From an optimization exercise on the open Yosys and OpenROAD flow, aimed at small area; shortcuts taken in it are not production practice. At most, simulation tests tie the RTL to the original design; equivalence was not proved. The RTL of runs 5 to 9 was laid out without a check of its function. Power and IR drop assume default switching activity.

[run.sh]
#!/bin/bash
# synth_recipe.tcl (not shown) runs the flow's synth.tcl, then flattens the netlist and writes it again
# the make line also repeats each setting of config.mk as NAME=value (left out here)
make -C /OpenROAD-flow-scripts/flow DESIGN_CONFIG=/design/flow/config.mk WORK_HOME=/design/flow/orfs CLKGATE_MAP_FILE= SYNTH_SCRIPT=/design/flow/synth_recipe.tcl finish
[config.mk]
export PLATFORM = sky130hd
export DESIGN_NAME = channel_avg
export DESIGN_NICKNAME = channel_avg
export VERILOG_FILES = /design/flow/design.v
export SDC_FILE = /design/flow/constraint.sdc
export NUM_CORES = 4
export LEC_CHECK = 0
export CAP_MARGIN = 20
export CORE_MARGIN = 2
export CORE_UTILIZATION = 40
export PLACE_DENSITY = 0.6
export SLEW_MARGIN = 20
[constraint.sdc]
create_clock -name core_clock -period 10.0 [get_ports {CLK}]
set_input_delay 2.0000 -clock core_clock [delete_from_list [all_inputs] [get_ports {CLK}]]
set_output_delay 2.0000 -clock core_clock [all_outputs]
set_load 0.01 [all_outputs]
[design.v]
`timescale 1ns / 1ps
module channel_avg #(
  parameter NCH            = 16,
  parameter OUTCH_WIDTH    = 16,
  parameter INTERNAL_WIDTH = 32,
  parameter INDATA_WIDTH   = 256,
  parameter OUTDATA_WIDTH  = 256
) (
  input                          RESET,
  input                          CLK,
  input      [7:0]               CONFIG,
  input                          TRIG,
  input      [INDATA_WIDTH-1:0]  INDATA_Q,
  output reg                     OUTVALID,
  output     [OUTDATA_WIDTH-1:0] OUTDATA_Q
);
  reg trig_prev;
  reg trig_prev1;
  reg trig_prev2;
  wire trig_synced = (trig_prev2 == 1'b0) && (trig_prev1 == 1'b1);
  wire [3:0] avg_n = CONFIG[3:0];
  reg  [15:0] j;
  wire [15:0] j_now = trig_synced ? ({12'd0, CONFIG[7:4]} + 16'd1) : j;
  genvar g;
  generate
    for (g = 0; g < NCH; g = g + 1) begin : ch
      wire [INTERNAL_WIDTH-1:0] inch_val = {{(INTERNAL_WIDTH-16){INDATA_Q[16*g+15]}}, INDATA_Q[16*g +: 16]};
      reg  [INTERNAL_WIDTH-1:0] internal_val;
      always @(posedge CLK or posedge RESET) begin
        if (RESET) begin
          internal_val <= {INTERNAL_WIDTH{1'b0}};
        end else if (j_now == 16'd1) begin
          internal_val <= inch_val;
        end else begin
          internal_val <= internal_val + inch_val;
        end
      end
      assign OUTDATA_Q[OUTCH_WIDTH*g +: OUTCH_WIDTH] = internal_val[avg_n +: OUTCH_WIDTH];
    end
  endgenerate
  always @(posedge CLK or posedge RESET) begin
    if (RESET) begin
      trig_prev  <= 1'b0;
      trig_prev1 <= 1'b0;
      trig_prev2 <= 1'b0;
    end else begin
      trig_prev  <= TRIG;
      trig_prev1 <= trig_prev;
      trig_prev2 <= trig_prev1;
    end
  end
  always @(posedge CLK or posedge RESET) begin
    if (RESET) begin
      OUTVALID <= 1'b0;
      j        <= 16'd0;
    end else if (j_now[avg_n]) begin
      j        <= 16'd1;
      OUTVALID <= 1'b1;
    end else begin
      j        <= j_now + 16'd1;
      OUTVALID <= 1'b0;
    end
  end
endmodule
==> results of run 1 <==
cell usage after synthesis (all sizes together), types with 9 or more instances:
library cell | count | area share [%]
nor2 | 567 | 3.7
fa | 16 | 0.56
a21oi | 749 | 6.6
nand3 | 115 | 1.0
nand4 | 39 | 0.43
a21boi | 12 | 0.16
o21bai | 65 | 0.86
nor3 | 69 | 0.61
xor2 | 200 | 3.1
nand2 | 971 | 6.4
nand2b | 47 | 0.52
o31ai | 42 | 0.56
inv | 132 | 0.87
a211o | 26 | 0.40
or2 | 24 | 0.26
mux2i | 307 | 5.4
nor4b | 9 | 0.14
a211oi | 106 | 1.4
a221oi | 17 | 0.27
o21ai | 663 | 5.8
xnor2 | 233 | 3.6
o31a | 9 | 0.14
a31o | 10 | 0.15
or3 | 26 | 0.29
mux2 | 106 | 2.1
mux4 | 204 | 8.1
clkbuf | 295 | 1.9
a31oi | 104 | 1.1
o21a | 61 | 0.80
nor2b | 102 | 1.1
a311o | 9 | 0.16
nor3b | 15 | 0.20
buf | 100 | 0.73
and2 | 48 | 0.53
dfrtp | 516 | 23
o211ai | 21 | 0.29
ha | 483 | 11
nor4 | 9 | 0.099
a311oi | 11 | 0.17
a2111oi | 9 | 0.18
and3 | 59 | 0.65
a21o | 283 | 3.7
cell families (layout without fill, tap and decap cells):
kind of cell	count (synthesis)	after routing	share of synthesized area, %
AO/OA/AOI/OAI	2275	2275	24.1
XOR/XNOR	433	433	6.66
adder cells (fa/ha/maj)	499	499	11.2
buffers and inverters	529	829	3.55
flip-flops	516	516	22.7
multiplexers	617	617	15.6
other	0	1	0
AND/OR/NAND/NOR	2122	2122	16.3
state kept, by name (all words and copies together), names as in the netlist:
| register | count |
|---|---|
| ch.internal_val | 496 |
| j | 16 |
| OUTVALID | 1 |
| trig_prev | 1 |
| trig_prev1 | 1 |
| trig_prev2 | 1 |
routing by layer:
metal | up-vias | global-route usage, %
li1 | 26100 | -
met1 | 25700 | 35.3
met2 | 1385 | 40.5
met3 | 213 | 5.69
met4 | 10 | 5.66
met5 | - | 0
worst reg2reg max path, cell delays in order (launching register included):
cell and delay, ps:
dfrtp_1 370, nand2b_1 440, o21ai_0 520, ha_1 260, nor4b_1 260, a32oi_1 220, nor3_4 320, buf_4 560
buf_12 410, nand2_1 720, o21ai_0 260
final cells by class:
class	instances	area share, %
multi-input cells	5946	63.5
flip-flops and latches	516	19.5
repair buffers	559	8.63
well taps	1890	3.57
clock buffers	107	3.35
inverters	134	0.788
clock inverters	29	0.643
diodes	1	0.00378
final timing paths:
kind	startpoint	end
worst max-delay path	CONFIG[2]	OUTDATA_Q[229]
worst min-delay path	trig_prev	trig_prev1
worst max register to register	trig_prev2	ch[10].internal_val[15]
worst min register to register	trig_prev	trig_prev1
max in group asynchronous	RESET	ch[12].internal_val[24]
min in group asynchronous	RESET	ch[3].internal_val[6]
per-stage QoR:
| stage | setup slack (ps) | util [%] | total power, mW |
|---|---|---|---|
| detailed placement | 2540 | 44.9 | 19.1 |
| global route | 2420 | 46.8 | 24.2 |
| floorplan | 992 | - | 14.9 |
| CTS | 2540 | 46.8 | 22.2 |
| finish | 2500 | 46.8 | 22.2 |
| global placement | 2320 | 44.9 | 18.9 |
power by group:
| group | switching (mW) | internal (mW) |
|---|---|---|
| registers | 1.26 | 3.26 |
| clock network | 1.15 | 1.80 |
| logic | 8.02 | 6.74 |
| total | 10.4 | 11.8 |
==> results_dict.tcl, run 1 <==
set metrics [dict create \
    ys_async_sr_fraction_pct 100 \
    whs_ps 355 \
    synthFlopType "dfrtp_1" \
    grt_max_degree 163 \
    reg2reg_setup_slack_ps 5560 \
    clock_path_buffers 3 \
    path_clk_slew_ps 60 \
    register_area_um2 12900 \
    antenna_found_initial 5 \
    fmax_mhz 133 \
    port_buffers 523 \
    finalInstanceArea_um2 66200 \
    hold_viol 0 \
    final_common_cell "nand2_1" \
    grt_first_pass_wirelength_um 298000 \
    ys.warnings.count 1 \
    startpoint_type "input pin" \
    final_cell_mix "nand2_1, a21oi_1, o21ai_0, nor2_1, clkdlybuf4s50_1" \
    relSlewSlack_pct 13.0 \
    wl_met3_um 13600 \
    worstSetupPathType "in2out" \
    synth_edf_count 0 \
    routed-wl-met2_um 85500 \
    die_w_um 381 \
    fp.dieH_um 381 \
    maxUsedRoutingLayer "met5" \
    grt_pass1_vias 51100 \
    vias 53400 \
    clk_latency_ps 680 \
    ctsHtreeMaxLevel 3 \
    via_per_inst 5.82 \
    hp-class "reg2reg" \
    place_hpwl_um 143000 \
    fill_cells 13700 \
    wl_met1_um 86900 \
    crit_required_ps 8000 \
    post_cts_resized 0 \
    placed_cells 9045 \
    period_share_pct 75.0 \
    ys_ff_latch 516 \
    pwr_density_cell_nw_per_um2 336 \
    coreArea_um2 141000 \
    setup_viol 0 \
    ioPinCount 524 \
    cts_setup_buffers 0 \
    syn_avg_cell_area_um2 8.15 \
    netlist_area_um2 57000 \
    drv_cap 0 \
    vdd_drop_max_v 0.000170 \
    cts_tree "yes" \
    cts-root-buf "clkbuf_16" \
    cts_sinks 516 \
    synth-seq-area-share_pct 22.7 \
    cts-buffers-inserted 76 \
    drtPass1Iterations 5 \
    slowest_delay_ps 1010 \
    endpoint_kind "output port" \
    drive_gt1_share_pct 7.28 \
    critPathBufInv 4 \
    wl_per_cell_um 20.7 \
    nets 7999 \
    drc 0 \
    crit_slowest_cell "o21ai_0" \
    tightest_slew_ps 1290 \
    die_area_um2 145000 \
    finalClockSkew_ps 33.5 \
    track_usage_pct 25.5 \
    start_util_pct 40.3 \
    crit_path_max_fanout 126 \
    grt_setup_unrepaired "no" \
    hold_depth 0 \
    crit_cells 6 \
    layout_min_cycle_time_ps 7500 \
    place_area_um2 63600 \
    wl_um 190000 \
    placementRows 138 \
    final_cells 9182 \
    crit_family "buffers and inverters" \
    setup_tns_ps 0 \
    slew_viol_final 0 \
    cp.arrival_ps 5500 \
    initialDrtViolationCount 3876 \
    synthToLayoutAreaGrowth_pct 16.2 \
    ant_nets 0 \
    status "finished clean" \
    cts_hold_buf 0 \
    power_leakage_nw 29.1 \
    ys_types 87 \
    rr_worst_depth 10 \
    crit_path_cell_trace "buf_8 -> inv_8 -> buf_4 -> mux2i_1 -> o21ai_0 -> clkdlybuf4s50_1" \
    grt_overflow_total 0 \
    multi_input_area_um2 42000 \
    synthCells 6991 \
    gp_congestion 0.908 \
]
==> inputs of run 2 (changes only) <==
--- a/design.v
+++ b/design.v
@@ -15,4 +15,5 @@
   output     [OUTDATA_WIDTH-1:0] OUTDATA_Q
 );
+  localparam AW = 31;
   reg trig_prev;
   reg trig_prev1;
@@ -22,19 +23,25 @@
   reg  [15:0] j;
   wire [15:0] j_now = trig_synced ? ({12'd0, CONFIG[7:4]} + 16'd1) : j;
-  genvar g;
+  wire        load  = (j_now == 16'd1);
+  genvar g, b;
   generate
     for (g = 0; g < NCH; g = g + 1) begin : ch
-      wire [INTERNAL_WIDTH-1:0] inch_val = {{(INTERNAL_WIDTH-16){INDATA_Q[16*g+15]}}, INDATA_Q[16*g +: 16]};
-      reg  [INTERNAL_WIDTH-1:0] internal_val;
-      always @(posedge CLK or posedge RESET) begin
-        if (RESET) begin
-          internal_val <= {INTERNAL_WIDTH{1'b0}};
-        end else if (j_now == 16'd1) begin
-          internal_val <= inch_val;
-        end else begin
-          internal_val <= internal_val + inch_val;
-        end
+      wire [15:0]   x = INDATA_Q[16*g +: 16];
+      reg  [AW-1:0] acc;
+      wire [AW-1:0] a = acc & {AW{~load}};
+      wire [AW-1:0] s;
+      wire [AW:0]   c;
+      assign c[0] = 1'b0;
+      for (b = 0; b < AW; b = b + 1) begin : bit_
+        wire xb = (b < 16) ? x[b] : x[15];
+        assign s[b]   = a[b] ^ xb ^ c[b];
+        assign c[b+1] = (a[b] & xb) | (c[b] & (a[b] ^ xb));
       end
-      assign OUTDATA_Q[OUTCH_WIDTH*g +: OUTCH_WIDTH] = internal_val[avg_n +: OUTCH_WIDTH];
+      always @(posedge CLK) acc <= s;
+      wire [22:0] u3 = avg_n[3] ? acc[30:8] : acc[22:0];
+      wire [18:0] u2 = avg_n[2] ? u3[22:4]  : u3[18:0];
+      wire [16:0] u1 = avg_n[1] ? u2[18:2]  : u2[16:0];
+      wire [15:0] u0 = avg_n[0] ? u1[16:1]  : u1[15:0];
+      assign OUTDATA_Q[OUTCH_WIDTH*g +: OUTCH_WIDTH] = u0;
     end
   endgenerate
==> results_dict.tcl, run 2 <==
set metrics [dict create \
    status "finished with violations" \
    so.violations "negative setup slack" \
    crit_slowest_cell "fa_2" \
    coreArea_um2 93300 \
    synthCells 2911 \
    final_cells 4782 \
    drc 0 \
    ys.warnings.count 1 \
    drtPass1Iterations 5 \
    hold_viol 0 \
    largest_reg_flops 496 \
    synth_edf_count 0 \
    layout_min_cycle_time_ps 13640 \
    reg.largest.list "ch.acc x496, j x16" \
    tightest_slew_ps 1060 \
    layout_setup_ws_ps -3640 \
    slew_viol_final 0 \
    ys_ff_latch 516 \
    crit_required_ps 10520 \
    syn_avg_cell_area_um2 13.0 \
    antenna_found_initial 8 \
    cts-buffers-inserted 61 \
    use_met2_pct 39.5 \
    cts-root-buf "clkbuf_16" \
    cts_hold_buf 0 \
    nets 4221 \
    path_clk_slew_ps 60 \
    ant_nets 0 \
    period_share_pct 136 \
    grt_max_degree 177 \
    synth_area_leaders "dfxtp_1, fa_1, mux4_2, and2_1, mux2i_1" \
    wl_per_cell_um 23.3 \
    finalClockSkew_ps 28.0 \
    endpoint_kind "register" \
    slowest_delay_ps 360 \
    synthToLayoutAreaGrowth_pct 29.4 \
    yosysTopAreaCell "dfxtp_1" \
    hp-class "reg2reg" \
    pwr_density_cell_nw_per_um2 334 \
    drv_cap 0 \
    regMostFlops "ch.acc" \
    setup_tns_ps -347260 \
    via_per_inst 5.44 \
    ys_async_sr_fraction_pct 3.88 \
    ys_types 42 \
    path_common_cell "fa_2" \
    track_usage_pct 23.3 \
    grt_pass1_vias 28500 \
    ctsHtreeMaxLevel 2 \
    grt_overflow_total 0 \
    cts_sinks 516 \
    synthFlopType "dfxtp_1" \
    wl_um 111000 \
    worstSetupPathType "in2reg" \
    vdd_drop_max_v 0.000204 \
    final_common_cell "clkdlybuf4s50_1" \
    clk_latency_ps 640 \
    placementRows 112 \
    power_leakage_nw 18.0 \
    ioPinCount 524 \
    synth_top_area_share_pct 26.3 \
    port_buffers 523 \
    vias 26000 \
    rr_worst_depth 42 \
    cts_tree "yes" \
    grtUsageMet3_pct 3.85 \
    clock_path_buffers 3 \
    gp_congestion 0.880 \
    cp.arrival_ps 14160 \
    yosysMostFrequentCell "dfxtp_1" \
    start_util_pct 40.4 \
    hold_depth 0 \
    fp.dieH_um 311 \
    die_area_um2 96800 \
    grt_setup_unrepaired "yes" \
    fill_cells 7885 \
    whs_ps 350 \
    relSlewSlack_pct 29.3 \
    initialDrtViolationCount 1716 \
    final_cell_mix "clkdlybuf4s50_1, dfxtp_1, and2_1, fa_2, mux4_2" \
    setup_viol 177 \
    grt_first_pass_wirelength_um 176000 \
    netlist_area_um2 37700 \
    die_w_um 311 \
    drive_gt1_share_pct 35.7 \
    gr-usage-met1_pct 31.2 \
    top_usage_layer "met2" \
    crit_path_max_fanout 6 \
    place_ws_ps -5630 \
    startpoint_type "input pin" \
    synthTopCellsByCount "dfxtp_1, and2_1, fa_1" \
    place_hpwl_um 83200 \
    placed_cells 4642 \
    synth-seq-area-share_pct 27.6 \
    fmax_mhz 73.3 \
]
run 2: final timing paths:
path / slack (ps) / to / from
worst max-delay path: -3640 / ch[7].acc[30] / CONFIG[5]
worst min-delay path: 350 / trig_prev1 / trig_prev
worst max register to register: -2590 / ch[7].acc[30] / j[8]
worst min register to register: 350 / trig_prev1 / trig_prev
max in group asynchronous: 7530 / j[11] / RESET
min in group asynchronous: 1960 / j[4] / RESET
run 2: logic make-up after synthesis:
family                     after synthesis  share of synthesized area (%)
AOI/OAI and AO/OA                      216                           3.15
xor gates and xnor gates                47                           1.09
adders and majority gates              483                           25.3
buffers and inverters                  291                           3.44
DFF                                    516                           27.6
muxes                                  605                           28.5
and+or+nand+nor                        753                           11.0
run 2: metrics by stage:
stage | power (mW) | area (um^2) | util (%)
after detailed placement | 13.9 | 46100 | 49.4
after CTS | 16.5 | 48700 | 52.2
after global routing | 17.7 | 48800 | 52.3
after floorplan | 10.1 | 39100 | -
after global placement | 13.4 | 46100 | 49.4
final | 16.3 | 48800 | 52.3
run 2: critical path: cells and delay by family:
| family | cells | cell delay [ps] |
|---|---|---|
| AND/OR/NAND/NOR | 3 | 480 |
| buffers and inverters | 6 | 620 |
| adder cells (fa/ha/maj) | 32 | 10400 |
| AO/OA/AOI/OAI | 1 | 50 |
| XOR/XNOR | 2 | 310 |
| multiplexers | 1 | 280 |
run 2: report_power, final:
part	switching, mW	total (mW)	leakage, nW	internal [mW]
sequential	1.03	4.36	4.45	3.33
combinational	4.34	9.59	12.6	5.25
clock	0.939	2.34	1.03	1.40
run 2: cell type report:
cell class / instances / area, um^2 / area share (%)
antenna: 5 / 12.5 / 0.0256
clock buffer: 90 / 1810 / 3.71
clock inverter: 25 / 292 / 0.597
inverter: 75 / 290 / 0.595
multi-input combinational: 2104 / 27500 / 56.3
sequential: 516 / 10400 / 21.4
tap: 1254 / 1570 / 3.21
timing repair buffer: 713 / 6930 / 14.2
run 2: metal layers:
metal | vias to the layer above | part of all wire, %
met5 | - | 0.024
met1 | 13600 | 42
met3 | 150 | 5.6
li1 | 11400 | -
met2 | 829 | 50
met4 | 6 | 2.5
run 2: timing repair:
| item | CTS | global route |
|---|---|---|
| setup endpoints to repair | 224 | 190 |
| resized for setup | 95 | 10 |
| gates cloned | 3 | 0 |
| pin swaps | 493 | 4 |
| setup buffers | 16 | 1 |
==> inputs of run 3 (changes only) <==
--- a/design.v
+++ b/design.v
@@ -16,4 +16,5 @@
 );
   localparam AW = 31;
+  localparam TB = 18;
   reg trig_prev;
   reg trig_prev1;
@@ -21,26 +22,54 @@
   wire trig_synced = (trig_prev2 == 1'b0) && (trig_prev1 == 1'b1);
   wire [3:0] avg_n = CONFIG[3:0];
+  reg [3:0] sh, sh_n;
+  always @(posedge CLK) begin
+    sh   <= avg_n;
+    sh_n <= ~avg_n;
+  end
   reg  [15:0] j;
   wire [15:0] j_now = trig_synced ? ({12'd0, CONFIG[7:4]} + 16'd1) : j;
-  wire        load  = (j_now == 16'd1);
+  wire        wrap  = j_now[avg_n];
+  wire [15:0] j_nxt = wrap ? 16'd1 : j_now + 16'd1;
+  wire trig_synced_nxt = trig_prev & ~trig_prev1;
+  wire load_nxt = trig_synced_nxt ? (CONFIG[7:4] == 4'd0) : (j_nxt == 16'd1);
+  reg  load;
   genvar g, b;
   generate
     for (g = 0; g < NCH; g = g + 1) begin : ch
       wire [15:0]   x = INDATA_Q[16*g +: 16];
+      wire          sg = x[15];
       reg  [AW-1:0] acc;
       wire [AW-1:0] a = acc & {AW{~load}};
       wire [AW-1:0] s;
-      wire [AW:0]   c;
+      wire [TB:0]   c;
       assign c[0] = 1'b0;
-      for (b = 0; b < AW; b = b + 1) begin : bit_
-        wire xb = (b < 16) ? x[b] : x[15];
+      for (b = 0; b < TB; b = b + 1) begin : lo
+        wire xb = (b < 16) ? x[b] : sg;
         assign s[b]   = a[b] ^ xb ^ c[b];
         assign c[b+1] = (a[b] & xb) | (c[b] & (a[b] ^ xb));
       end
+      wire          e = c[TB] ^ sg;
+      wire [AW:TB]  p;
+      assign p[TB] = 1'b1;
+      for (b = TB; b < AW; b = b + 1) begin : hi
+        ca_hbit u (.a(a[b]), .sg(sg), .e(e), .p_in(p[b]), .s(s[b]), .p_out(p[b+1]));
+      end
       always @(posedge CLK) acc <= s;
-      wire [22:0] u3 = avg_n[3] ? acc[30:8] : acc[22:0];
-      wire [18:0] u2 = avg_n[2] ? u3[22:4]  : u3[18:0];
-      wire [16:0] u1 = avg_n[1] ? u2[18:2]  : u2[16:0];
-      wire [15:0] u0 = avg_n[0] ? u1[16:1]  : u1[15:0];
+      wire [22:0] u3;
+      wire [18:0] u2;
+      wire [16:0] u1;
+      wire [15:0] u0;
+      for (b = 0; b < 23; b = b + 1) begin : m3
+        ca_sel u (.sn(sh_n[3]), .hi(acc[b+8]), .s(sh[3]), .lo(acc[b]), .y(u3[b]));
+      end
+      for (b = 0; b < 19; b = b + 1) begin : m2
+        ca_sel u (.sn(sh_n[2]), .hi(u3[b+4]), .s(sh[2]), .lo(u3[b]), .y(u2[b]));
+      end
+      for (b = 0; b < 17; b = b + 1) begin : m1
+        ca_sel u (.sn(sh_n[1]), .hi(u2[b+2]), .s(sh[1]), .lo(u2[b]), .y(u1[b]));
+      end
+      for (b = 0; b < 16; b = b + 1) begin : m0
+        ca_sel u (.sn(sh_n[0]), .hi(u1[b+1]), .s(sh[0]), .lo(u1[b]), .y(u0[b]));
+      end
       assign OUTDATA_Q[OUTCH_WIDTH*g +: OUTCH_WIDTH] = u0;
     end
@@ -61,11 +90,17 @@
       OUTVALID <= 1'b0;
       j        <= 16'd0;
-    end else if (j_now[avg_n]) begin
-      j        <= 16'd1;
-      OUTVALID <= 1'b1;
+      load     <= 1'b0;
     end else begin
-      j        <= j_now + 16'd1;
-      OUTVALID <= 1'b0;
+      OUTVALID <= wrap;
+      j        <= j_nxt;
+      load     <= load_nxt;
     end
   end
 endmodule
+module ca_hbit (input a, input sg, input e, input p_in, output s, output p_out);
+  assign p_out = p_in & (a ^ sg);
+  assign s     = a ^ (e & p_in);
+endmodule
+module ca_sel (input sn, input hi, input s, input lo, output y);
+  assign y = ~((sn | hi) & (s | lo));
+endmodule
--- a/config.mk
+++ b/config.mk
@@ -11,2 +11,3 @@
 export PLACE_DENSITY = 0.6
 export SLEW_MARGIN = 20
+export SYNTH_HIERARCHICAL = 1
==> results_dict.tcl, run 3 <==
set metrics [dict create \
    setup_viol 0 \
    slowest_delay_ps 450 \
    cts_tree "yes" \
    port_buffers 523 \
    cts-root-buf "clkbuf_16" \
    final_util_pct 52.1 \
    critPathBufInv 4 \
    crit_family "adder cells" \
    clk_latency_ps 610 \
    drv_cap 0 \
    final_common_cell "o22ai_1" \
    ant_nets 0 \
    place_ws_ps -655 \
    pwr_density_cell_nw_per_um2 251 \
    startpoint_type "input pin" \
    whs_ps 366 \
    crit_required_ps 10460 \
    synthCells 3576 \
    finalClockSkew_ps 38.2 \
    ys.warnings.count 7 \
    reg2reg_to "ch[0].acc[28]" \
    coreArea_um2 83700 \
    hold_depth 0 \
    wl_per_cell_um 19.6 \
    hold_path.startpoint "trig_prev" \
    fp.dieH_um 295 \
    hp-class "reg2reg" \
    cts_hold_buf 0 \
    crit_path_max_fanout 13 \
    largest_reg_flops 496 \
    regMostFlops "ch.acc" \
    final_cells 5391 \
    path_clk_slew_ps 60 \
    antenna_found_initial 8 \
    setup_tns_ps 0 \
    relSlewSlack_pct 27.0 \
    grt_overflow_total 0 \
    place_area_um2 41200 \
    clock_path_buffers 3 \
    placementRows 106 \
    wl_um 106000 \
    finalInstanceArea_um2 43600 \
    start_util_pct 40.4 \
    rr_worst_depth 26 \
    via_per_inst 5.60 \
    layout_setup_ws_ps 265 \
    cts_setup_buffers 0 \
    reg.largest.list "ch.acc x496, j x16" \
    grt_max_degree 185 \
    power_leakage_nw 16.1 \
    ctsHtreeMaxLevel 3 \
    worstSetupPathType "in2reg" \
    initialDrtViolationCount 2215 \
    reg2reg_setup_slack_ps 1050 \
    tightest_slew_ps 1090 \
    synthToLayoutAreaGrowth_pct 29.0 \
    crit_slowest_cell "fa_1" \
    p_total_mw 10.9 \
    cts-buffers-inserted 66 \
    nets 4764 \
    die_w_um 295 \
    netlist_area_um2 33800 \
    path_common_cell "fa_1" \
    die_area_um2 86900 \
    drive_gt1_share_pct 6.44 \
    ioPinCount 524 \
    vias 30200 \
    grt_setup_unrepaired "no" \
    vdd_drop_max_v 0.000125 \
    r2r_start "load" \
    placed_cells 5271 \
    holdPathEnd "trig_prev1" \
    track_usage_pct 23.7 \
    drtPass1Iterations 6 \
    cp.arrival_ps 10200 \
    crit_cells 25 \
    syn_avg_cell_area_um2 9.45 \
    hold_viol 0 \
    layout_min_cycle_time_ps 9730 \
    drc 0 \
    gp_congestion 0.861 \
    place_hpwl_um 77400 \
    slew_viol_final 0 \
    grt_first_pass_wirelength_um 164000 \
    fmax_mhz 103 \
    endpoint_kind "register" \
    fill_cells 7766 \
    period_share_pct 97.3 \
    grt_pass1_vias 29200 \
    final_cell_mix "o22ai_1, clkdlybuf4s50_1, dfxtp_1, nor2b_1, nand2_1" \
    cts_sinks 525 \
    status "finished clean" \
]
==> run 3: worst register-to-register path, stage by stage, from the launching register on <==
cell	delay [ps]
dfrtp_4	610
buf_4	340
nor2b_1	110
ha_1	180
inv_1	70
fa_1	170
inv_1	70
fa_1	420
fa_1	420
fa_1	440
fa_1	440
fa_1	430
fa_1	430
fa_1	430
fa_2	410
fa_1	430
fa_2	380
fa_2	370
fa_1	420
fa_1	430
fa_1	430
fa_1	440
fa_2	390
xor2_2	210
buf_6	160
nand2_1	60
xnor2_1	120
==> run 3: repair_timing <==
item,CTS,global route
pin swaps,1,4
setup endpoints to repair,64,208
gates resized for setup,6,68
==> run 3: routing by layer <==
layer	share of wire (%)	vias up	wire, um	GRT usage, %
met1	43	14400	45900	31.5
met2	48	1057	50600	39.1
met3	6.3	183	6630	4.44
met5	0.071	-	75	0
met4	2.5	12	2690	6.84
li1	-	14600	-	-
==> run 3: worst max-delay path by stage <==
stage                     endpoint  slack [ps]     startpoint
floorplan            ch[0].acc[18]         100    INDATA_Q[0]
global placement    ch[11].acc[23]        -640  INDATA_Q[176]
detailed placement  ch[14].acc[25]        -660  INDATA_Q[224]
CTS                  ch[4].acc[18]           2   INDATA_Q[64]
global route        ch[10].acc[18]           2  INDATA_Q[160]
finish               ch[1].acc[25]         270   INDATA_Q[16]
==> run 3: area by class of cell <==
cell class,instances,area [um^2],area share [%]
multi-input combinational,2947,23100,52.9
sequential,525,10600,24.4
timing repair buffer,593,6040,13.8
clock buffer,95,1930,4.43
tap,1134,1420,3.25
inverter,73,274,0.628
clock inverter,23,209,0.479
antenna,1,2.50,0.00574
==> run 3: report_power, final <==
part / internal [mW] / switching, mW / total [mW]
clock: 1.40 / 0.989 / 2.39
combinational: 2.46 / 2.44 / 4.90
sequential: 2.95 / 0.694 / 3.64
==> inputs of run 4 (changes only) <==
==> flow/run.sh (new file) <==
#!/bin/bash
set -e
cp standard.sh standard_sh.copy.log
export BUFFER_PORTS_ARGS="-buffer_cell sky130_fd_sc_hd__buf_1"
bash standard.sh > standard.log 2>&1
==> standard.sh (new file) <==
#!/bin/bash
# synth_recipe.tcl (not shown) runs the flow's synth.tcl, then flattens the netlist and writes it again
# the make line also repeats each setting of config.mk as NAME=value (left out here)
make -C /OpenROAD-flow-scripts/flow DESIGN_CONFIG=/design/flow/config.mk WORK_HOME=/design/flow/orfs CLKGATE_MAP_FILE= SYNTH_SCRIPT=/design/flow/synth_recipe.tcl "${@:-finish}"
removed: run.sh
==> results_dict.tcl, run 4 <==
set metrics [dict create \
    vdd_drop_max_v 0.000167 \
    grt_pass1_vias 29300 \
    cts_setup_buffers 0 \
    final_cell_mix "o22ai_1, buf_1, dfxtp_1, nor2b_1, fa_1" \
    path_common_cell "fa_1" \
    fp.dieH_um 295 \
    wl_per_cell_um 19.2 \
    crit_family "adder cells" \
    grt_overflow_total 0 \
    rr_worst_depth 26 \
    drv_cap 0 \
    cp.arrival_ps 10130 \
    grt_first_pass_wirelength_um 162000 \
    final_cells 5396 \
    reg2reg_to "ch[11].acc[21]" \
    cts-root-buf "clkbuf_16" \
    largest_reg_flops 496 \
    cts_hold_buf 0 \
    worstSetupPathType "in2reg" \
    startpoint_type "input pin" \
    synthCells 3576 \
    cts_sinks 525 \
    cts_tree "yes" \
    fmax_mhz 104 \
    placementRows 106 \
    drtPass1Iterations 5 \
    endpoint_kind "register" \
    placed_cells 5277 \
    grt_setup_unrepaired "no" \
    path_clk_slew_ps 60 \
    final_common_cell "o22ai_1" \
    port_buffers 523 \
    crit_cells 25 \
    hp-class "reg2reg" \
    netlist_area_um2 33800 \
    coreArea_um2 83700 \
    ctsHtreeMaxLevel 3 \
    setup_tns_ps 0 \
    track_usage_pct 23.3 \
    wl_um 104000 \
    r2r_start "load" \
    setup_viol 0 \
    relSlewSlack_pct 25.1 \
    crit_path_max_fanout 13 \
    power_leakage_nw 14.9 \
    syn_avg_cell_area_um2 9.45 \
    drc 0 \
    tightest_slew_ps 1120 \
    hold_viol 0 \
    reg2reg_setup_slack_ps 890 \
    nets 4770 \
    slowest_delay_ps 460 \
    synthToLayoutAreaGrowth_pct 19.3 \
    status "finished clean" \
    critPathBufInv 4 \
    layout_min_cycle_time_ps 9660 \
    ys.warnings.count 7 \
    start_util_pct 40.4 \
    drive_gt1_share_pct 4.95 \
    clk_latency_ps 600 \
    place_hpwl_um 75600 \
    post_cts_resized 0 \
    finalClockSkew_ps 19.8 \
    reg.largest.list "ch.acc x496, j x16" \
    crit_required_ps 10470 \
    via_per_inst 5.61 \
    period_share_pct 96.6 \
    die_w_um 295 \
    vias 30300 \
    ioPinCount 524 \
    pwr_density_cell_nw_per_um2 264 \
    endpoint "ch[6].acc[19]" \
    antenna_found_initial 8 \
    regMostFlops "ch.acc" \
    crit_slowest_cell "fa_1" \
    final_util_pct 48.2 \
    startpoint "INDATA_Q[96]" \
    cts-buffers-inserted 67 \
    grt_max_degree 187 \
    p_total_mw 10.7 \
    slew_viol_final 0 \
    gp_congestion 0.867 \
    clock_path_buffers 3 \
    die_area_um2 86900 \
    ant_nets 0 \
    hold_path.startpoint "trig_prev" \
    initialDrtViolationCount 1944 \
]
[run 4: changes by cell type in the layout (fill, tap and decap cells not counted), moves of 2 or more]
cell,before,now
buf_1,0,523
buf_12,19,23
buf_4,45,52
buf_6,5,0
bufinv_16,2,8
clkdlybuf4s50_1,523,0
clkinv_1,2,0
clkinv_8,3,0
clkinvlp_4,2,0
fa_1,204,272
fa_2,68,0
[run 4: stage by stage]
| step | setup slack [ps] | instance area (um^2) | hold slack, ps |
|---|---|---|---|
| 6_report | 341 | 40300 | 366 |
| 2_1_floorplan | 97.7 | 34000 | 348 |
| 3_3_place_gp | -319 | 38100 | 351 |
| 4_1_cts | 294 | 40300 | 368 |
| 3_5_place_dp | -310 | 38100 | 358 |
| 5_1_grt | 47.0 | 40300 | 399 |
[run 4: report_power, final]
part | leakage (nW) | internal, mW | total (mW) | switching, mW
registers | 4.47 | 2.95 | 3.64 | 0.690
clock network | 1.12 | 1.56 | 2.53 | 0.973
logic | 9.28 | 2.08 | 4.50 | 2.42
total | 14.9 | 6.59 | 10.7 | 4.08
[run 4: per-layer routing]
layer / global-route usage (%) / part of all wire (%)
met1: 31.3 / 44
met2: 38.3 / 47
met3: 3.91 / 6.0
met4: 7.02 / 2.6
met5: 0 / 0.062
[run 4: how the worst min path moves through the flow]
stage               slack (ps)          to  depth (start not counted)
finish                     370  trig_prev1                          0
global route               400  trig_prev1                          0
CTS                        370  trig_prev1                          0
detailed placement         360  trig_prev1                          0
global placement           350  trig_prev1                          0
floorplan                  350  trig_prev1                          0
[run 4: cell type report]
cell class                      count  area, um^2
Multi-Input combinational cell   2947       22900
Fill cell                        8083       43400
Sequential cell                   525       10600
Antenna cell                        1        2.50
Timing Repair Buffer              598        2810
Tap cell                         1134        1420
Inverter                           73         274
Clock inverter                     22         322
Clock buffer                       96        1950
==> inputs of run 5 (changes only) <==
--- a/design.v
+++ b/design.v
@@ -22,9 +22,6 @@
   wire trig_synced = (trig_prev2 == 1'b0) && (trig_prev1 == 1'b1);
   wire [3:0] avg_n = CONFIG[3:0];
-  reg [3:0] sh, sh_n;
-  always @(posedge CLK) begin
-    sh   <= avg_n;
-    sh_n <= ~avg_n;
-  end
+  wire [3:0] sh   = avg_n;
+  wire [3:0] sh_n = ~avg_n;
   reg  [15:0] j;
   wire [15:0] j_now = trig_synced ? ({12'd0, CONFIG[7:4]} + 16'd1) : j;
@@ -42,16 +39,19 @@
       wire [AW-1:0] a = acc & {AW{~load}};
       wire [AW-1:0] s;
-      wire [TB:0]   c;
-      assign c[0] = 1'b0;
-      for (b = 0; b < TB; b = b + 1) begin : lo
-        wire xb = (b < 16) ? x[b] : sg;
-        assign s[b]   = a[b] ^ xb ^ c[b];
-        assign c[b+1] = (a[b] & xb) | (c[b] & (a[b] ^ xb));
+      wire [TB:1]   c;
+      ca_fbit0 ub (.a(a[0]), .x(x[0]), .s(s[0]), .co(c[1]));
+      for (b = 1; b < TB; b = b + 1) begin : lo
+        ca_fbit u (.a(a[b]), .x((b < 16) ? x[b] : sg), .ci(c[b]), .s(s[b]), .co(c[b+1]));
       end
       wire          e = c[TB] ^ sg;
-      wire [AW:TB]  p;
-      assign p[TB] = 1'b1;
-      for (b = TB; b < AW; b = b + 1) begin : hi
-        ca_hbit u (.a(a[b]), .sg(sg), .e(e), .p_in(p[b]), .s(s[b]), .p_out(p[b+1]));
+      wire          e_n = ~e;
+      wire [AW:TB+1] p;
+      ca_hfirst uh (.a(a[TB]), .sg(sg), .e(e), .s(s[TB]), .p_out(p[TB+1]));
+      for (b = TB + 1; b < AW; b = b + 1) begin : hi
+        if ((b - TB) % 2 == 1) begin : odd
+          ca_hodd u (.a(a[b]), .sg(sg), .e(e), .p_in(p[b]), .s(s[b]), .p_out(p[b+1]));
+        end else begin : even
+          ca_heven u (.a(a[b]), .sg(sg), .e_n(e_n), .p_in_n(p[b]), .s(s[b]), .p_out(p[b+1]));
+        end
       end
       always @(posedge CLK) acc <= s;
@@ -98,7 +98,23 @@
   end
 endmodule
-module ca_hbit (input a, input sg, input e, input p_in, output s, output p_out);
-  assign p_out = p_in & (a ^ sg);
+module ca_fbit (input a, input x, input ci, output s, output co);
+  assign s  = a ^ x ^ ci;
+  assign co = (a & x) | (ci & (a ^ x));
+endmodule
+module ca_fbit0 (input a, input x, output s, output co);
+  assign s  = a ^ x;
+  assign co = a & x;
+endmodule
+module ca_hfirst (input a, input sg, input e, output s, output p_out);
+  assign p_out = a ^ sg;
+  assign s     = a ^ e;
+endmodule
+module ca_hodd (input a, input sg, input e, input p_in, output s, output p_out);
+  assign p_out = ~(p_in & (a ^ sg));
   assign s     = a ^ (e & p_in);
+endmodule
+module ca_heven (input a, input sg, input e_n, input p_in_n, output s, output p_out);
+  assign p_out = ~(p_in_n | ~(a ^ sg));
+  assign s     = a ^ ~(e_n | p_in_n);
 endmodule
 module ca_sel (input sn, input hi, input s, input lo, output y);
==> results_dict.tcl, run 5 <==
set metrics [dict create \
    status "finished clean" \
    slowest_delay_ps 420 \
    setup_tns_ps 0 \
    final_common_cell "o22ai_1" \
    placed_cells 5096 \
    die_w_um 291 \
    combPwrFrac_pct 44.0 \
    fmax_mhz 108 \
    wl_per_cell_um 19.5 \
    nets 4652 \
    cts_hold_buf 0 \
    fill_cells 8037 \
    pwr_density_cell_nw_per_um2 280 \
    cts_tree "yes" \
    ant_nets 0 \
    final_cell_mix "o22ai_1, buf_1, nor2b_1, dfxtp_1, fa_1" \
    p_total_mw 10.9 \
    wl_um 102000 \
    drtPass1Iterations 8 \
    reg.largest.list "ch.acc x496, j x16" \
    drc 0 \
    p_int_mw 6.54 \
    cts-root-buf "clkbuf_16" \
    ctsHtreeMaxLevel 3 \
    cts_setup_buffers 0 \
    period_share_pct 92.4 \
    largest_reg_flops 496 \
    grt_overflow_total 0 \
    vdd_drop_max_v 0.000137 \
    start_util_pct 40.3 \
    crit_required_ps 10490 \
    syn_avg_cell_area_um2 9.42 \
    p_sw_mw 4.35 \
    crit_path_cell_trace "buf_1 -> ha_1 -> fa_1 -> fa_1 -> fa_1 -> fa_1 -> fa_1 -> fa_1 -> fa_1 -> fa_1 -> fa_1 -> fa_1 -> fa_1 -> fa_1 -> fa_1 -> fa_1 -> fa_1 -> fa_1 -> fa_1 -> xor2_1 -> inv_1 -> nor2_1 -> xor2_1" \
    worstSetupPathType "in2reg" \
    hp-class "reg2reg" \
    final_cells 5222 \
    synthToLayoutAreaGrowth_pct 17.9 \
    ys.warnings.count 7 \
    final_util_pct 47.5 \
    regMostFlops "ch.acc" \
    path_clk_slew_ps 60 \
    clk_latency_ps 600 \
    initialDrtViolationCount 2385 \
    power_leakage_nw 14.5 \
    p_clk_share_pct 22.3 \
    netlist_area_um2 33000 \
    grt_max_degree 184 \
    tightest_slew_ps 1090 \
    layout_min_cycle_time_ps 9240 \
    vias 29900 \
    slew_viol_final 0 \
    hold_viol 0 \
    drv_cap 0 \
    crit_path_max_fanout 6 \
    cts-buffers-inserted 66 \
    post_cts_resized 0 \
    finalClockSkew_ps 37.4 \
    setup_viol 0 \
    relSlewSlack_pct 27.2 \
    clock_path_buffers 3 \
    coreArea_um2 81800 \
    path_common_cell "fa_1" \
    grt_setup_unrepaired "no" \
    gp_congestion 0.871 \
    pwr-share-seq_pct 33.7 \
    power_switching_share_pct 40.0 \
    track_usage_pct 23.3 \
    crit_slowest_cell "fa_1" \
    startpoint_type "input pin" \
    endpoint_kind "register" \
    fp.dieH_um 291 \
    drive_gt1_share_pct 4.82 \
    die_area_um2 84800 \
    antenna_found_initial 10 \
    via_per_inst 5.72 \
    grt_pass1_vias 28900 \
    grt_first_pass_wirelength_um 161000 \
    ioPinCount 524 \
    cp.arrival_ps 9730 \
    placementRows 105 \
    cts_sinks 517 \
    place_hpwl_um 73100 \
    synthCells 3502 \
    port_buffers 523 \
]
-- run 5: final cells by class --
cell class | instances | area, um^2 | share of cell area [%]
Antenna cell | 6 | 15.0 | 0.0386
Clock inverter | 30 | 317 | 0.814
Inverter | 26 | 124 | 0.318
Sequential cell | 517 | 10500 | 26.9
Clock buffer | 90 | 1900 | 4.90
Tap cell | 1070 | 1340 | 3.44
Timing Repair Buffer | 587 | 2560 | 6.59
Multi-Input combinational cell | 2896 | 22200 | 57.0
-- run 5: path summary, 6_finish.rpt --
path                                   to  depth (start not counted)  slack (ps)           from
setup reg to reg           ch[11].acc[26]                         24        1030           load
hold / removal                 trig_prev1                          0         370      trig_prev
max in group asynchronous            load                          2        7790          RESET
min in group asynchronous       trig_prev                          2        1570          RESET
hold reg to reg                trig_prev1                          0         370      trig_prev
setup / recovery            ch[8].acc[24]                         23         760  INDATA_Q[128]
-- run 5: layer usage --
metal	vias up	share of wire, %	track usage [%]
li1	14300	-	-
met3	169	7.1	4.73
met1	14300	44	31.9
met4	8	2.3	6.65
met2	1066	46	37.3
met5	-	0.043	0
-- run 5: critical path: cells and delay by family --
family	cells	cell delay, ps
XOR/XNOR	2	380
adder cells (fa/ha/maj)	18	6950
buffers and inverters	2	220
AND/OR/NAND/NOR	1	150
-- run 5: through the flow --
stage	worst slack [ps]	hold WS [ps]	area, um^2
6_report	755	374	38900
5_1_grt	497	400	38900
4_1_cts	850	375	38900
3_5_place_dp	224	359	36700
3_3_place_gp	269	363	36700
2_1_floorplan	476	347	33000
-- run 5: power groups by stage --
stage / Clock [mW] / Combinational, mW / Sequential (mW)
2_1_floorplan: 0 / 3.53 / 3.37
3_3_place_gp: 0 / 4.65 / 3.70
3_5_place_dp: 0 / 4.76 / 3.69
4_1_cts: 2.48 / 4.80 / 3.66
5_1_grt: 2.57 / 5.43 / 3.77
6_report: 2.43 / 4.79 / 3.67
==> inputs of run 6 (changes only) <==
--- a/config.mk
+++ b/config.mk
@@ -9,4 +9,7 @@
 export CORE_MARGIN = 2
 export CORE_UTILIZATION = 40
+export CTS_BUF_LIST = sky130_fd_sc_hd__clkbuf_4
+export CTS_CLUSTER_DIAMETER = 60
+export CTS_CLUSTER_SIZE = 10
 export PLACE_DENSITY = 0.6
 export SLEW_MARGIN = 20
==> results_dict.tcl, run 6 <==
set metrics [dict create \
    cts_sinks 517 \
    hold_viol 0 \
    netlist_area_um2 33000 \
    grt_pass1_vias 28900 \
    largest_reg_flops 496 \
    place_ws_ps 224 \
    track_usage_pct 23.3 \
    reg.largest.list "ch.acc x496, j x16" \
    pwr-share-seq_pct 37.6 \
    slew_viol_final 0 \
    nets 4655 \
    regMostFlops "ch.acc" \
    finalInstanceArea_um2 37500 \
    clock_path_buffers 3 \
    pwr_density_cell_nw_per_um2 260 \
    final_util_pct 45.8 \
    layout_setup_ws_ps 1050 \
    startpoint_type "register" \
    period_share_pct 89.5 \
    crit_required_ps 10820 \
    vias 29800 \
    fill_cells 8180 \
    placementRows 105 \
    cts-buffers-inserted 69 \
    reg2reg_to "ch[11].acc[26]" \
    endpoint_kind "register" \
    finalClockSkew_ps 80.3 \
    cts-root-buf "clkbuf_4" \
    final_common_cell "o22ai_1" \
    layout_min_cycle_time_ps 8950 \
    gp_congestion 0.871 \
    start_util_pct 40.3 \
    fmax_mhz 112 \
    die_w_um 291 \
    register_area_um2 10500 \
    initialDrtViolationCount 2231 \
    grt_setup_unrepaired "no" \
    whs_ps 391 \
    wl_um 102000 \
    setup_tns_ps 0 \
    ant_nets 0 \
    p_sw_mw 4.18 \
    cts_hold_buf 0 \
    hp-class "reg2reg" \
    grt_overflow_total 0 \
    final_cell_mix "o22ai_1, buf_1, nor2b_1, dfxtp_1, fa_1" \
    wl_per_cell_um 19.5 \
    rr_worst_depth 24 \
    clk_latency_ps 900 \
    cts_tree "yes" \
    tightest_slew_ps 1080 \
    ioPinCount 524 \
    grt_max_degree 184 \
    cts_setup_buffers 0 \
    final_cells 5211 \
    p_int_mw 5.56 \
    p_clk_share_pct 13.3 \
    ys.warnings.count 7 \
    path_clk_slew_ps 120 \
    worstSetupPathType "reg2reg" \
    place_hpwl_um 73100 \
    hold_depth 0 \
    setup_viol 0 \
    drive_gt1_share_pct 4.62 \
    combPwrFrac_pct 49.0 \
    multi_input_area_um2 22200 \
    reg2reg_setup_slack_ps 1050 \
    startpoint "load" \
    place_area_um2 36700 \
    drv_cap 0 \
    drc 0 \
    cp.arrival_ps 9770 \
    fp.dieH_um 291 \
    die_area_um2 84800 \
    post_cts_resized 0 \
    grt_first_pass_wirelength_um 160000 \
    endpoint "ch[11].acc[26]" \
    antenna_found_initial 12 \
    ctsHtreeMaxLevel 3 \
    r2r_start "load" \
    crit_path_max_fanout 67 \
    p_total_mw 9.75 \
    vdd_drop_max_v 0.000137 \
    coreArea_um2 81800 \
    port_buffers 523 \
    synthCells 3502 \
    relSlewSlack_pct 27.7 \
    drtPass1Iterations 7 \
    syn_avg_cell_area_um2 9.42 \
    status "finished clean" \
    power_switching_share_pct 42.9 \
    synthToLayoutAreaGrowth_pct 13.7 \
    power_leakage_nw 13.9 \
    via_per_inst 5.72 \
    placed_cells 5096 \
]
run 6: cell types whose count changed in the layout (fill, tap and decap cells not counted), sizes merged:
cell,change
clkbuf,-6
diode,+3
bufinv,-1
clkinvlp,-5
clkinv,-5
inv,+3
run 6: worst min-delay path by stage:
stage | start | to
after floorplan | trig_prev | trig_prev1
after global placement | trig_prev | trig_prev1
after detailed placement | trig_prev | trig_prev1
after CTS | trig_prev | trig_prev1
after global routing | trig_prev | trig_prev1
final | trig_prev | trig_prev1
run 6: area by class of cell:
cell class                 instances  area share [%]
antenna                            9          0.0600
clock buffer                      84            1.68
clock inverter                    22           0.527
inverter                          26           0.330
multi-input combinational       2896            59.1
sequential                       517            27.9
tap                             1070            3.57
timing repair buffer             587            6.83
run 6: metal layers:
layer | global-route usage [%] | wire [um] | vias to the layer above
met1 | 31.9 | 45400 | 14300
met3 | 5.11 | 6860 | 183
met4 | 6.39 | 2510 | 8
li1 | - | - | 14300
met5 | 0 | 44 | -
met2 | 37.2 | 47000 | 995
run 6: power groups by stage:
stage	Clock, mW	Combinational, mW	Sequential (mW)
global route	1.43	5.42	3.76
floorplan	0	3.53	3.37
detailed placement	0	4.76	3.69
global placement	0	4.65	3.70
CTS	1.34	4.80	3.65
finish	1.30	4.78	3.67
run 6: worst max-delay path: stages (launching register included):
cell and delay (ps):
dfrtp_4 740, buf_12 340, nor2b_1 90, ha_1 220, fa_1 400, fa_1 400, fa_1 400, fa_1 390
fa_1 400, fa_1 410, fa_1 390, fa_1 390, fa_1 390, fa_1 390, fa_1 430, fa_1 410
fa_1 400, fa_1 420, fa_1 390, fa_1 400, fa_1 400, xor2_1 190, inv_1 150, nor2_1 170
xor2_1 160
==> inputs of run 7 (changes only) <==
--- a/config.mk
+++ b/config.mk
@@ -10,6 +10,6 @@
 export CORE_UTILIZATION = 40
 export CTS_BUF_LIST = sky130_fd_sc_hd__clkbuf_4
-export CTS_CLUSTER_DIAMETER = 60
-export CTS_CLUSTER_SIZE = 10
+export CTS_CLUSTER_DIAMETER = 50
+export CTS_CLUSTER_SIZE = 8
 export PLACE_DENSITY = 0.6
 export SLEW_MARGIN = 20
==> results_dict.tcl, run 7 <==
set metrics [dict create \
    crit_path_max_fanout 6 \
    final_cell_mix "o22ai_1, buf_1, nor2b_1, dfxtp_1, fa_1" \
    hold_path.startpoint "trig_prev" \
    layout_setup_ws_ps 991 \
    placed_cells 5096 \
    synthToLayoutAreaGrowth_pct 14.6 \
    largest_reg_flops 496 \
    die_area_um2 84800 \
    cts_hold_buf 0 \
    ant_nets 0 \
    hold_depth 0 \
    vdd_drop_max_v 0.000135 \
    via_per_inst 5.73 \
    track_usage_pct 23.3 \
    slew_viol_final 0 \
    place_area_um2 36700 \
    grt_setup_unrepaired "no" \
    initialDrtViolationCount 2129 \
    hold_viol 0 \
    final_cells 5244 \
    wl_per_cell_um 19.4 \
    die_w_um 291 \
    grt_overflow_total 0 \
    fp.dieH_um 291 \
    setup_tns_ps 0 \
    setup_viol 0 \
    clock_path_buffers 3 \
    drtPass1Iterations 5 \
    power_leakage_nw 14.0 \
    ctsHtreeMaxLevel 3 \
    drive_gt1_share_pct 5.24 \
    ys.warnings.count 7 \
    drv_cap 0 \
    endpoint_kind "register" \
    crit_required_ps 10700 \
    tightest_slew_ps 1070 \
    cts_tree "yes" \
    netlist_area_um2 33000 \
    grt_pass1_vias 29100 \
    start_util_pct 40.3 \
    rr_worst_depth 24 \
    finalInstanceArea_um2 37800 \
    reg2reg_to "ch[11].acc[26]" \
    clk_latency_ps 890 \
    gp_congestion 0.871 \
    vias 30000 \
    grt_max_degree 184 \
    worstSetupPathType "in2reg" \
    synthCells 3502 \
    relSlewSlack_pct 28.4 \
    place_hpwl_um 73100 \
    cts-root-buf "clkbuf_4" \
    path_clk_slew_ps 100 \
    ioPinCount 524 \
    status "finished clean" \
    period_share_pct 90.1 \
    startpoint_type "input pin" \
    coreArea_um2 81800 \
    cts_sinks 517 \
    post_cts_resized 0 \
    syn_avg_cell_area_um2 9.42 \
    cp.arrival_ps 9710 \
    final_common_cell "o22ai_1" \
    layout_min_cycle_time_ps 9010 \
    regMostFlops "ch.acc" \
    finalClockSkew_ps 105 \
    place_ws_ps 224 \
    cts-buffers-inserted 88 \
    grt_first_pass_wirelength_um 161000 \
    wl_um 102000 \
    holdPathEnd "trig_prev1" \
    nets 4674 \
    hp-class "reg2reg" \
    reg2reg_setup_slack_ps 1040 \
    fmax_mhz 111 \
    placementRows 105 \
    pwr_density_cell_nw_per_um2 263 \
    drc 0 \
    reg.largest.list "ch.acc x496, j x16" \
    r2r_start "load" \
    cts_setup_buffers 0 \
    antenna_found_initial 12 \
    port_buffers 523 \
]
[run 7: cell count changes in the layout (fill, tap and decap cells not counted), sizes merged]
cell      change
clkbuf       +20
clkinvlp      +7
clkinv        +6
inv           -3
bufinv        +2
diode         +1
[run 7: area by class of cell]
| class | count | area (um^2) |
|---|---|---|
| antenna | 10 | 25.0 |
| clock buffer | 104 | 781 |
| clock inverter | 34 | 318 |
| fill | 8170 | 44100 |
| inverter | 26 | 124 |
| multi-input combinational | 2896 | 22200 |
| sequential | 517 | 10500 |
| tap | 1070 | 1340 |
| timing repair buffer | 587 | 2560 |
[run 7: critical path, stage by stage]
cell	delay, ps
buf_1	70
ha_1	180
fa_1	380
fa_1	380
fa_1	380
fa_1	390
fa_1	400
fa_1	400
fa_1	390
fa_1	410
fa_1	420
fa_1	400
fa_1	390
fa_1	390
fa_1	400
fa_1	420
fa_1	400
fa_1	400
fa_1	390
xor2_1	210
inv_1	150
nor2_1	150
xor2_1	190
[run 7: worst max path at each step]
stage          slack, ps     startpoint  depth (start not counted)             end
6_report             990  INDATA_Q[128]                         23   ch[8].acc[24]
5_1_grt              620           load                         24  ch[14].acc[28]
4_1_cts             1030           load                         24   ch[8].acc[24]
3_5_place_dp         220  INDATA_Q[240]                         23  ch[15].acc[22]
3_3_place_gp         270  INDATA_Q[240]                         23  ch[15].acc[30]
2_1_floorplan        480    INDATA_Q[0]                         22   ch[0].acc[20]
[run 7: report_power, final]
part / leakage, nW / internal [mW] / total, mW / switching (mW)
Combinational: 8.97 / 2.11 / 4.78 / 2.67
Clock: 0.607 / 0.630 / 1.49 / 0.863
Sequential: 4.40 / 2.97 / 3.67 / 0.691
[run 7: per-layer routing]
metal	global-route usage [%]	part of all wire, %	up-vias
met5	0	0.043	-
met4	6.41	2.4	8
met3	5.24	7.1	177
met2	37.2	46	1062
met1	31.8	44	14400
li1	-	-	14400
[run 7: stage by stage]
stage	utilization, %	power (mW)	hold slack (ps)
2_1_floorplan	-	6.89	347
3_3_place_gp	44.8	8.36	363
3_5_place_dp	44.8	8.44	359
4_1_cts	46.1	9.99	391
5_1_grt	46.2	10.8	405
6_report	46.2	9.93	390
==> inputs of run 8 (changes only) <==
--- a/config.mk
+++ b/config.mk
@@ -8,9 +8,9 @@
 export CAP_MARGIN = 20
 export CORE_MARGIN = 2
-export CORE_UTILIZATION = 40
+export CORE_UTILIZATION = 60
 export CTS_BUF_LIST = sky130_fd_sc_hd__clkbuf_4
 export CTS_CLUSTER_DIAMETER = 50
 export CTS_CLUSTER_SIZE = 8
-export PLACE_DENSITY = 0.6
+export PLACE_DENSITY = 0.75
 export SLEW_MARGIN = 20
 export SYNTH_HIERARCHICAL = 1
==> results_dict.tcl, run 8 <==
set metrics [dict create \
    status "finished clean" \
    final_util_pct 68.5 \
    syn_avg_cell_area_um2 9.42 \
    hold_viol 0 \
    clk_latency_ps 870 \
    nets 4665 \
    synthCells 3502 \
    whs_ps 418 \
    startpoint_type "input pin" \
    coreArea_um2 54100 \
    drive_gt1_share_pct 4.81 \
    ant_nets 0 \
    antenna_found_initial 25 \
    grt_setup_unrepaired "no" \
    netlist_area_um2 33000 \
    cts-buffers-inserted 79 \
    initialDrtViolationCount 2714 \
    p_clk_share_pct 13.3 \
    ioPinCount 524 \
    final_common_cell "o22ai_1" \
    wl_um 95900 \
    setup_tns_ps 0 \
    track_usage_pct 33.2 \
    grt_pass1_vias 28600 \
    layout_min_cycle_time_ps 9130 \
    path_clk_slew_ps 100 \
    ctsHtreeMaxLevel 3 \
    post_cts_resized 0 \
    relSlewSlack_pct 30.0 \
    cts-root-buf "clkbuf_4" \
    worstSetupPathType "in2reg" \
    vias 30500 \
    reg.largest.list "ch.acc x496, j x16" \
    die_w_um 238 \
    placed_cells 4719 \
    use_met2_pct 50.3 \
    fmax_mhz 110 \
    port_buffers 523 \
    regMostFlops "ch.acc" \
    power_leakage_nw 13.9 \
    cts_tree "yes" \
    die_area_um2 56900 \
    drv_cap 0 \
    setup_viol 0 \
    cts_sinks 517 \
    top_usage_layer "met2" \
    final_cell_mix "o22ai_1, buf_1, nor2b_1, dfxtp_1, fa_1" \
    vdd_drop_max_v 0.000160 \
    finalClockSkew_ps 54.8 \
    placementRows 85 \
    grt_overflow_total 0 \
    start_util_pct 60.9 \
    hp-class "reg2reg" \
    drtPass1Iterations 9 \
    crit_required_ps 10770 \
    largest_reg_flops 496 \
    slew_viol_final 0 \
    wl_per_cell_um 19.8 \
    grt_max_degree 215 \
    grtUsageMet3_pct 8.51 \
    clock_path_buffers 3 \
    p_int_mw 5.61 \
    period_share_pct 91.3 \
    via_per_inst 6.30 \
    gp_congestion 0.898 \
    cts_hold_buf 0 \
    fp.dieH_um 238 \
    cp.arrival_ps 9900 \
    pwr-share-seq_pct 37.7 \
    p_sw_mw 4.12 \
    grt_first_pass_wirelength_um 152000 \
    synthToLayoutAreaGrowth_pct 12.5 \
    combPwrFrac_pct 49.0 \
    place_hpwl_um 68300 \
    drc 0 \
    final_cells 4842 \
    endpoint_kind "register" \
    ys.warnings.count 7 \
    gr-usage-met1_pct 45.5 \
    p_total_mw 9.73 \
    tightest_slew_ps 1050 \
    crit_path_max_fanout 6 \
    cts_setup_buffers 0 \
    power_switching_share_pct 42.4 \
    pwr_density_cell_nw_per_um2 262 \
]
run 8: cell type report:
class                           instances  area [um^2]
Multi-Input combinational cell       2896        22200
Fill cell                            4561        17000
Sequential cell                       517        10500
Timing Repair Buffer                  587         2600
Tap cell                              696          871
Clock buffer                           95          713
Clock inverter                         15          143
Inverter                               26          124
Antenna cell                           10         25.0
run 8: path summary, 6_finish.rpt:
path                                 end  depth (start not counted)  slack [ps]    startpoint
setup / recovery           ch[1].acc[24]                         23         870  INDATA_Q[16]
hold reg to reg               trig_prev1                          0         420     trig_prev
hold / removal                trig_prev1                          0         420     trig_prev
min in group asynchronous      trig_prev                          2        1290         RESET
max in group asynchronous           load                          2        8000         RESET
setup reg to reg           ch[1].acc[24]                         24         950          load
run 8: routing by layer:
metal / vias up / routed length (um)
li1: 14400 / -
met1: 14200 / 40300
met2: 1565 / 43100
met3: 286 / 8710
met4: 30 / 3600
met5: - / 194
run 8: critical path: stages:
cell	delay, ps
buf_1	80
ha_1	190
fa_1	400
fa_1	410
fa_1	390
fa_1	400
fa_1	410
fa_1	410
fa_1	410
fa_1	410
fa_1	410
fa_1	410
fa_1	400
fa_1	430
fa_1	410
fa_1	400
fa_1	390
fa_1	420
fa_1	410
xor2_1	200
inv_1	170
nor2_1	180
xor2_1	180
run 8: per-stage QoR:
| stage | setup slack [ps] | instance area (um^2) |
|---|---|---|
| after detailed placement | 129 | 36200 |
| after global placement | 253 | 36200 |
| after global routing | 675 | 37100 |
| final | 872 | 37100 |
| after CTS | 978 | 37000 |
| after floorplan | 476 | 33000 |
run 8: power by group through the flow:
stage	combinational (mW)	clock (mW)	sequential, mW
detailed placement	4.71	0	3.67
global placement	4.54	0	3.68
global route	5.38	1.41	3.75
finish	4.77	1.30	3.67
floorplan	3.53	0	3.37
CTS	4.74	1.32	3.65
==> inputs of run 9 (changes only) <==
--- a/design.v
+++ b/design.v
@@ -16,5 +16,5 @@
 );
   localparam AW = 31;
-  localparam TB = 18;
+  localparam TB = 20;
   reg trig_prev;
   reg trig_prev1;
==> results_dict.tcl, run 9 <==
set metrics [dict create \
    status "finished clean" \
    startpoint_type "input pin" \
    nets 4603 \
    grt_overflow_total 0 \
    path_common_cell "fa_1" \
    hold_viol 0 \
    cts-buffers-inserted 78 \
    tightest_slew_ps 1140 \
    drv_cap 0 \
    start_util_pct 60.9 \
    wl_um 96400 \
    vdd_drop_max_v 0.000170 \
    cp.arrival_ps 10490 \
    fmax_mhz 103 \
    pwr_density_cell_nw_per_um2 273 \
    relSlewSlack_pct 23.9 \
    coreArea_um2 53900 \
    ioPinCount 524 \
    antenna_found_initial 8 \
    ys.warnings.count 7 \
    crit_required_ps 10750 \
    grt_max_degree 207 \
    regMostFlops "ch.acc" \
    cts_sinks 517 \
    final_cells 4744 \
    via_per_inst 6.31 \
    port_buffers 523 \
    setup_tns_ps 0 \
    fp.dieH_um 238 \
    vias 30000 \
    largest_reg_flops 496 \
    ant_nets 0 \
    placementRows 85 \
    whs_ps 385 \
    slew_viol_final 0 \
    initialDrtViolationCount 2760 \
    wl_per_cell_um 20.3 \
    power_leakage_nw 13.7 \
    clock_path_buffers 3 \
    final_common_cell "o22ai_1" \
    setup_viol 0 \
    hp-class "reg2reg" \
    crit_family "adder cells" \
    clk_latency_ps 860 \
    die_area_um2 56600 \
    crit_slowest_cell "fa_1" \
    gp_congestion 0.902 \
    reg.largest.list "ch.acc x496, j x16" \
    grt_setup_unrepaired "no" \
    grt_pass1_vias 28300 \
    finalClockSkew_ps 52.6 \
    die_w_um 238 \
    drc 0 \
    drive_gt1_share_pct 7.15 \
    synthCells 3406 \
    place_area_um2 36500 \
    slowest_delay_ps 440 \
    path_clk_slew_ps 100 \
    cts_setup_buffers 0 \
    netlist_area_um2 32800 \
    post_cts_resized 0 \
    final_util_pct 69.1 \
    cts-root-buf "clkbuf_4" \
    crit_path_max_fanout 7 \
    period_share_pct 97.4 \
    grt_first_pass_wirelength_um 152000 \
    critPathBufInv 2 \
    layout_min_cycle_time_ps 9740 \
    placed_cells 4629 \
    ctsHtreeMaxLevel 3 \
    endpoint_kind "register" \
    place_hpwl_um 68700 \
    cts_hold_buf 0 \
    final_cell_mix "o22ai_1, buf_1, nor2b_1, dfxtp_1, fa_1" \
    drtPass1Iterations 8 \
    cts_tree "yes" \
    synthToLayoutAreaGrowth_pct 13.6 \
    syn_avg_cell_area_um2 9.64 \
    track_usage_pct 33.5 \
    finalInstanceArea_um2 37300 \
    worstSetupPathType "in2reg" \
]
## run 9: changes by cell type in the layout (fill, tap and decap cells not counted), moves of 17 or more
cell / previous run / this run
nor2_1: 195 / 147
inv_2: 4 / 21
xor2_1: 246 / 198
fa_2: 0 / 48
nand2_1: 204 / 172
xnor2_1: 184 / 152
## run 9: area by class of cell
class | count | area [um^2]
diodes | 5 | 12.5
clock buffers | 96 | 721
clock inverters | 14 | 62.6
fillers | 4467 | 16600
inverters | 26 | 124
multi-input cells | 2800 | 22500
flip-flops and latches | 517 | 10500
well taps | 696 | 871
repair buffers | 590 | 2550
## run 9: final timing paths
path / from / to / slack [ps] / depth (start not counted)
max: INDATA_Q[48] / ch[3].acc[28] / 260 / 25
min reg2reg: trig_prev / trig_prev1 / 380 / 0
min in group asynchronous: RESET / OUTVALID / 1270 / 2
max in group asynchronous: RESET / load / 8070 / 2
max reg2reg: load / ch[5].acc[30] / 400 / 27
min: trig_prev / trig_prev1 / 380 / 0
## run 9: power breakdown
group	internal (mW)	switching, mW
logic	2.32	2.84
clock network	0.444	0.781
registers	3.05	0.727
total	5.81	4.35
## run 9: per-stage QoR
stage               power [mW]  worst slack [ps]
finish                    10.2               263
global route              11.0              35.2
CTS                       10.2               362
detailed placement        8.89              -557
global placement          8.72              -442
floorplan                 7.35              3.06
## run 9: per-layer routing
layer / track usage, % / share of wire [%] / vias up / routed length, um
li1: - / - / 14100 / -
met2: 52.3 / 47 / 1259 / 44800
met4: 12.9 / 3.8 / 8 / 3660
met1: 46.2 / 42 / 14400 / 40600
met3: 6.52 / 7.5 / 239 / 7200
met5: 0 / 0.057 / - / 55

## separate check: timing with driven ports
In the flow no input, the clock included, has a driving cell. The finished layouts below were timed again as built, in two steps. Step 1 assumes that a clkbuf_16 drives the clock port and a buf_2 every other input. Step 2 also shifts input and output timing later by t, the mid clock arrival at the registers, as if the neighbouring blocks saw the same clock. Three values: no drivers, after step 1, after step 2; two values: the first two.
run | t (ns) | setup WS [ns] | worst register clock-pin slew, ns | worst slew at a driven data input, ns
run 1 | 0.743 | 2.503 / 2.455 / 2.455 | 0.06 / 0.06 | 0.12
run 2 | 0.695 | -3.642 / -3.617 / -4.312 | 0.06 / 0.06 | 0.12
run 3 | 0.661 | 0.265 / 0.282 / -0.379 | 0.06 / 0.06 | 0.16
run 4 | 0.655 | 0.341 / 0.372 / -0.283 | 0.06 / 0.06 | 0.14
run 5 | 0.651 | 0.755 / 0.800 / 0.149 | 0.06 / 0.06 | 0.13
run 6 | 0.916 | 1.052 / 1.052 / 0.182 | 0.12 / 0.12 | 0.13
run 7 | 0.906 | 0.991 / 1.032 / 0.126 | 0.11 / 0.11 | 0.13
run 8 | 0.899 | 0.872 / 0.908 / 0.009 | 0.11 / 0.11 | 0.13
run 9 | 0.899 | 0.263 / 0.294 / -0.605 | 0.12 / 0.12 | 0.11
Met with ideal ports but missed after step 2: setup timing in run 3, run 4 and run 9. For run 6, which loses most, drivers alone change the setup slack by 0.000 ns; drivers and shift together by -0.870 ns.
